This is an optimization exercise on Yosys and OpenROAD, whose aim is small area, a short achievable clock period and few clock cycles, not a production implementation. Only simulation tests tie the RTL to the original design; equivalence was not proved.

==> design/flow/design.v <==
module neural ( rst, clk, zero, last_data, isbias, input_data, weight_data, output_data ) ;
	input rst, clk, isbias, zero ;
	input [31:0] last_data ;
	input [31:0] input_data ;
	input [31:0] weight_data ;
	output reg [31:0] output_data ;
	reg a ;
	reg [30:0] b ;
	always@( posedge clk or posedge rst ) begin
		if ( rst ) begin
			output_data <= 0 ;
			a <= 1'b0 ;
			b <= 31'd0 ;
		end
		else
		begin
			if ( zero == 1'b1 ) begin
				output_data <= 0 ;
				a <= 1'b0 ;
				b <= 31'd0 ;
			end
			else if ( isbias == 1'b1 ) begin
				output_data <= last_data+weight_data ;
			end
			else begin
				{ a, output_data, b } <= { {16{input_data[31]}}, input_data }*{ {16{weight_data[31]}}, weight_data }+{ last_data[31], last_data, 31'd0 } ;
			end
		end
	end
endmodule
`timescale 1ns/10ps
module classfier ( rst, clk, enable, data1, data2, category ) ;
	input rst, clk, enable ;
	input signed [31:0] data1, data2 ;
	output reg category ;
	always@( posedge clk or posedge rst ) begin
		if ( rst )
			category <= 1'b0 ;
		else if ( enable )
		begin
			if ( data1 > data2 )
				category <= 1'b0 ;
			else
				category <= 1'b1 ;
		end
	end
endmodule
`timescale 1ns/10ps
module nnctrl ( reset, clk, input_signal, in, category,
                ram_addr, ram_we, ram_wdata, ram_rdata, rom_addr, rom_rdata,
                done, ready, score0, score1 ) ;
	input 		reset, clk ;
	input		input_signal ;
	input[31:0] in ;
	output 		category ;
	output[10:0]	ram_addr ;
	output		ram_we ;
	output[31:0]	ram_wdata ;
	input[31:0]	ram_rdata ;
	output[16:0]	rom_addr ;
	input[31:0]	rom_rdata ;
	output reg	done ;
	output		ready ;
	output[31:0]	score0, score1 ;
	wire[31:0]	doutin ;	 
	reg			wea ;
	reg[10:0]	addrRAM ;
	wire[31:0]	doutweib ;
	reg[16:0]	addrROM ;
	wire[31:0]	curResult ;	 
	reg			isBias ;
	reg 		enClassfy, zero, isInput ;
	reg[31:0]	dataA, dataB ;
	reg[2:0]	layer ;
	reg[6:0]	count ;
	reg[2:0]	delay ;
	assign ram_addr = addrRAM ;
	assign ram_we = wea ;
	assign ram_wdata = dataA ;
	assign doutin = ram_rdata ;
	assign rom_addr = addrROM ;
	assign doutweib = rom_rdata ;
	assign ready = ( layer == 3'd0 ) ;
	assign score0 = dataA ;
	assign score1 = dataB ;
	wire classify = ( layer >= 3'd3 ) && ( count == 7'd2 ) ;
	neural aNeural ( reset, clk, zero, curResult, isBias, doutin, doutweib, curResult ) ;
	classfier classfier ( reset, clk, classify, dataA, dataB, category ) ;
	always@( posedge reset or posedge clk ) begin
		if ( reset ) begin
			wea <= 1'b1 ;		 
			addrRAM <= 11'd0 ;
			addrROM <= 17'd0 ;
			isBias <= 1'b0 ;
			enClassfy <= 1'b0 ;
			zero <= 1'b1 ;
			dataA <= 32'd0 ;
			dataB <= 32'd0 ;
			layer <= 2'd0 ;
			isInput <= 1'b0 ;
			count <= 10'd0 ;
			delay <= 3'b000 ;
			done <= 1'b0 ;
		end
		else begin
		done <= classify ;
		if ( layer == 0 ) begin
			if ( input_signal && isInput == 1'b0 ) begin
				isInput <= 1'b1 ;
				dataA <= in ;
			end
			if ( input_signal == 1'b0 && isInput == 1'b1 ) begin
				isInput <= 1'b0 ;
				addrRAM <= addrRAM+1 ;
			end
			if ( addrRAM == 1000 ) begin
				layer <= 2'd1 ;
				addrRAM <= 11'd0 ;
				addrROM <= 17'd0 ;
				wea <= 1'b0 ;		 
			end
		end
		else if ( layer == 1 ) begin
			if ( addrRAM == 1 )
				zero <= 1'b0 ;
			if ( delay > 0 ) begin
				delay <= delay-1 ;
				if ( delay == 6 || delay == 4 || delay == 2 ) ;
				else if ( delay == 5 )
					isBias <= 1'b1 ;
				else if ( delay == 3 ) begin
					addrRAM <= count+1000 ;
					isInput <= 1'b1 ;
					wea <= 1'b1 ;			 
					dataA <= curResult ;	 
					isBias <= 1'b0 ;
				end
				else begin
					addrRAM <= 0 ;
					wea <= 1'b0 ;
					isInput <= 1'b0 ;
					zero <= 1'b1 ;
					count <= count+1 ;		 
				end
			end
			else if ( count == 100 ) begin
				layer <= 2 ;
				addrRAM <= 1000 ;
				wea <= 1'b0 ;
				count <= 0 ;
			end
			else if ( addrRAM == 999 ) begin
				delay <= 3'b110 ; 
				addrRAM <= addrRAM+1 ;
				addrROM <= addrROM+1 ;
			end
			else begin
				addrRAM <= addrRAM+1 ;
				addrROM <= addrROM+1 ;
			end
		end
		else if ( layer == 2 ) begin
			if ( addrRAM == 1001 )
				zero <= 1'b0 ;
			if ( delay > 0 ) begin
				delay <= delay-1 ;
				if ( delay == 6 || delay == 4 || delay == 2 ) ;
				else if ( delay == 5 )
					isBias <= 1'b1 ;
				else if ( delay == 3 ) begin
					addrRAM <= count ;
					isInput <= 1'b1 ;
					wea <= 1'b1 ;			 
					dataA <= curResult ;	 
					isBias <= 1'b0 ;
				end
				else begin
					addrRAM <= 1000 ;
					wea <= 1'b0 ;
					isInput <= 1'b0 ;
					zero <= 1'b1 ;
					count <= count+1 ;		 
				end
			end
			else if ( count == 2 ) begin
				layer <= 3 ;
				addrRAM <= 0 ;
				addrROM <= 0 ;
				wea <= 1'b0 ;
				count <= 0 ;
				delay <= 3'b100 ;
			end
			else if ( addrRAM == 1099 ) begin
				delay <= 3'b110 ; 
				addrRAM <= addrRAM+1 ;
				addrROM <= addrROM+1 ;
			end
			else begin
				addrRAM <= addrRAM+1 ;
				addrROM <= addrROM+1 ;
			end
		end
		else begin
			if ( count == 0 ) begin
				if ( delay > 0 ) begin
					delay <= delay-1 ;
				end
				else begin
					dataA <= doutin ;
					addrRAM <= 1 ;
					delay <= 3'b100 ;
					count <= 1 ;
				end
			end
			else if ( count == 1 ) begin
				if ( delay > 0 ) begin
					delay <= delay-1 ;
				end
				else begin
					dataB <= doutin ;
					addrRAM <= 1 ;
					delay <= 3'b100 ;
					count <= 2 ;
				end
			end
			else if ( count == 2 ) begin
				enClassfy <= 1'b1 ;
				count <= 3 ;
				delay <= 2 ;
			end
			else begin
				if ( delay > 0 )
					delay <= delay-1 ;
				else begin
					wea <= 1'b1 ;		 
					addrRAM <= 11'd0 ;
					addrROM <= 17'd0 ;
					isBias <= 1'b0 ;
					enClassfy <= 1'b0 ;
					zero <= 1'b1 ;
					dataA <= 32'd0 ;
					dataB <= 32'd0 ;
					layer <= 2'd0 ;
					isInput <= 1'b0 ;
					count <= 10'd0 ;
					delay <= 3'b000 ;
				end
			end
		end
		end
	end
endmodule
==> design/flow/run.sh <==
#!/bin/bash
# synth_recipe.tcl (not shown) runs the flow's synth.tcl, then flattens the netlist and writes it again
# the make line also repeats each setting of config.mk as NAME=value (left out here)
make -C /OpenROAD-flow-scripts/flow DESIGN_CONFIG=/design/flow/config.mk WORK_HOME=/design/flow/orfs CLKGATE_MAP_FILE= SYNTH_SCRIPT=/design/flow/synth_recipe.tcl finish
==> design/flow/config.mk <==
export PLATFORM = sky130hd
export DESIGN_NAME = nnctrl
export DESIGN_NICKNAME = nnctrl
export VERILOG_FILES = /design/flow/design.v
export SDC_FILE = /design/flow/constraint.sdc
export NUM_CORES = 4
export LEC_CHECK = 0
export CAP_MARGIN = 20
export CORE_MARGIN = 2
export CORE_UTILIZATION = 40
export SLEW_MARGIN = 20
==> design/flow/constraint.sdc <==
create_clock -name core_clock -period 11.0 [get_ports {clk}]
set_input_delay 2.2000 -clock core_clock [delete_from_list [all_inputs] [get_ports {clk}]]
set_output_delay 2.2000 -clock core_clock [all_outputs]
set_load 0.01 [all_outputs]
==> results.cfg <==
[status]
outcome = complete, no violations

[place]
gp_congestion = 0.912
io_buffer_count = 226
post-place-ws_ns = -0.409
dp_hpwl_mm = 143

[critical_path]
max_stage_delay_ns = 0.67
rr_worst_depth = 27
start_kind = primary input
arrival_ns = 10.92
critPathMaxFanout = 20
crit_required_ns = 11.30
r2r_end = aNeural.output_data[28]
endpoint_kind = flop
critPathKind = in -> reg
reg2reg_from = aNeural.output_data[1]
cpMostUsedCell = fa_1
cpMaxStageDelayCell = clkdlybuf4s50_1
rrSetupSlack_ns = 3.32

[sta]
setup_viol = 0
skew_ns = 0.0167
worst_slew_pin_slew_ns = 1.02
slew_headroom = 0.321
setup_ws_ns = 0.372
fmax_ghz = 0.0941
post-route-min-period_ns = 10.63
drv_slew = 0
hold_viol = 0
rsz0062_at_grt = no
period_share = 0.966

[floorplan]
ioPinCount = 227
coreArea_sq_mm = 0.137
dieArea_sq_mm = 0.140
die_x_microns = 375
initial_core_util = 0.401
die_h_microns = 375
fp-row-count = 136

[logic_synthesis]
yosysSeqAreaShare = 0.0647
yosysWarnings = 3
yosys-top-cells-count = 1515 x inv_1, 1355 x fa_1, 628 x and2_1
synth.most_common_cell = inv_1
syn_inst = 5956
synth_top_area_cell = fa_1
synth.area.top_cells = fa_1 49%, inv_1 10%, ha_1 8.2%
ys_types = 82
netlist.area_leader.share = 0.494
ys_seq_elements = 142
synth-edff-count = 0
async_reset_ff_frac = 1.00
syn_area_sq_mm = 0.0550
ys.flop_type = dfrtp_1
avgSynthCellArea_sq_um = 9.23
synth_fp_nets = 7771

[global_routing]
grt_max_degree = 90
grt_pass1_wl_mm = 268
grt_pass1_vias = 44500
overflow = 0
track_usage = 0.249
antenna_found_initial = 7

[drt]
firstDrtPassIters = 6
vias = 40700
drtIter0Drc = 2900
vias_per_cell = 5.15
drc = 0
ant_nets = 0
wirelength_mm = 169
wl_per_cell_microns = 21.4

[clock_tree]
cts_buffers = 17
cts.sinks = 142
clockBufferDepth = 2
cts_tree = done
clkTransAtPathRegs_ns = 0.06
clk_latency_ns = 0.45
cts_root_buf = clkbuf_16
h-tree-depth = 4

[finish]
post-route-util = 0.445
area_growth_pct = 10.9
layout-drive-gt1-share = 0.0425
nets = 7903

[flow_run]
drv_cap = 0

[min_path]
min_from = classfier.category
hold_depth = 2
min_to = classfier.category
hp-class = reg -> reg
[cells in the final DEF (no fill, tap or decap), types with 13 or more instances in the layout]
cell	synthesis	final
nand3_1	53	52
a21o_1	54	54
nor2b_1	19	19
nand2b_1	13	13
o21ai_1	39	39
nand4_1	21	21
buf_4	33	143
a311oi_1	17	17
xnor2_1	71	71
nand2_1	596	595
fa_1	1355	1354
nor3_1	15	15
xor2_1	53	53
o22ai_1	20	20
o21ai_0	94	94
a21oi_1	210	209
mux2i_1	25	25
clkdlybuf4s50_1	0	220
ha_1	361	360
buf_12	0	53
a31oi_1	13	13
and2_1	628	628
dfrtp_1	140	140
nor2_1	129	129
and3_1	25	25
a211oi_1	32	32
clkbuf_16	0	17
inv_1	1515	1514
[metal layers]
metal | vias to the layer above | routed length, microns | track usage
met5 | - | 11 | 0
met4 | 2 | 4250 | 0.0600
met3 | 204 | 13300 | 0.0444
met2 | 1523 | 75500 | 0.387
met1 | 21200 | 75700 | 0.360
li1 | 17800 | - | -
[area by class of cell]
type / instances / area (sq um)
well taps: 1794 / 2240
inverters: 1517 / 5700
diodes: 3 / 7.51
clock inverters: 9 / 110
clock buffers: 23 / 478
multi-input cells: 3987 / 44500
repair buffers: 423 / 4390
fillers: 13200 / 76000
flip-flops and latches: 142 / 3560
[worst max-delay path, delay by kind of cell]
kind            cells  cell delay (ns)
simple gates        3             0.45
xor+xnor            1             0.17
compound gates      7             1.61
fa+ha+maj          10             4.92
buf+inv             8             1.55
[worst max path at each step]
stage | slack, ns | start | endpoint
after floorplan | 0.50 | ram_rdata[31] | aNeural.output_data[28]
after global placement | -0.42 | rom_rdata[2] | aNeural.output_data[28]
after detailed placement | -0.41 | rom_rdata[2] | aNeural.output_data[28]
after CTS | 0.01 | rom_rdata[2] | aNeural.output_data[28]
after global routing | 0.02 | rom_rdata[1] | aNeural.output_data[28]
final | 0.37 | rom_rdata[0] | aNeural.output_data[28]
[cell families (layout without fill, tap and decap cells)]
family / Yosys count / count (layout) / share of synthesized area
and+or+nand+nor: 1551 / 1551 / 0.144
buffers and inverters: 1827 / 1972 / 0.127
DFF: 142 / 142 / 0.0647
muxes: 26 / 26 / 0.00476
other: 0 / 3 / 0
xor gates and xnor gates: 124 / 124 / 0.0198
adders and majority gates: 1717 / 1717 / 0.576
AOI/OAI and AO/OA: 569 / 569 / 0.0640
[metrics by stage]
step | hold slack [ns] | area (sq um) | TNS (ns) | std cells
final | 0.487 | 60900 | 0 | 7898
after global routing | 0.510 | 60900 | 0 | 7895
after CTS | 0.493 | 60900 | 0 | 7895
after detailed placement | 0.465 | 60300 | -3.34 | 7863
after global placement | 0.456 | 60300 | -3.68 | 7863
after floorplan | 0.499 | 55000 | 0 | 5956
[flip-flops by register name, indices dropped and copies added (netlist names)]
signal and count:
aNeural.output_data 32, dataA 32, dataB 32, addrROM 17
addrRAM 11, count 7, delay 3, layer 2
classfier.category 1, done 1, isBias 1, isInput 1
wea 1, zero 1
[timing repair]
action                     CTS  global route
hold buffers                 0             0
resized for setup            0             7
setup buffers                0             0
setup endpoints to repair    0            13
Testbench counts, summed over its fixed seeds: cycles 1,233,930.

-- separate check: timing with driven ports --
The flow's constraints put no driver on any port. The routed layout listed below was extracted and timed again, unchanged, in two steps.
Step 1 assumes that a clkbuf_16 drives the clock port and a buf_2 every other input.
Step 2 adds t to the input delays and takes it off the output delays; t is the mean of the earliest and latest rising clock arrival at the registers after step 1. Input paths then give back, and output paths get back, about the clock's delay inside the block.
Slacks: no drivers / after step 1 / after step 2; pairs: no drivers / after step 1.
t (ns): 0.484
slack for setup (ns): 0.372 / 0.379 / -0.106
worst setup path at the end: input to register
slew at the worst register clock pin (ns): 0.07 / 0.07
cell pins on the clock port's net: 1
With both steps, setup timing fails in this run, where it was met with ideal ports. For this run, drivers alone change the setup slack by +0.007 ns; drivers and shift together by -0.478 ns.
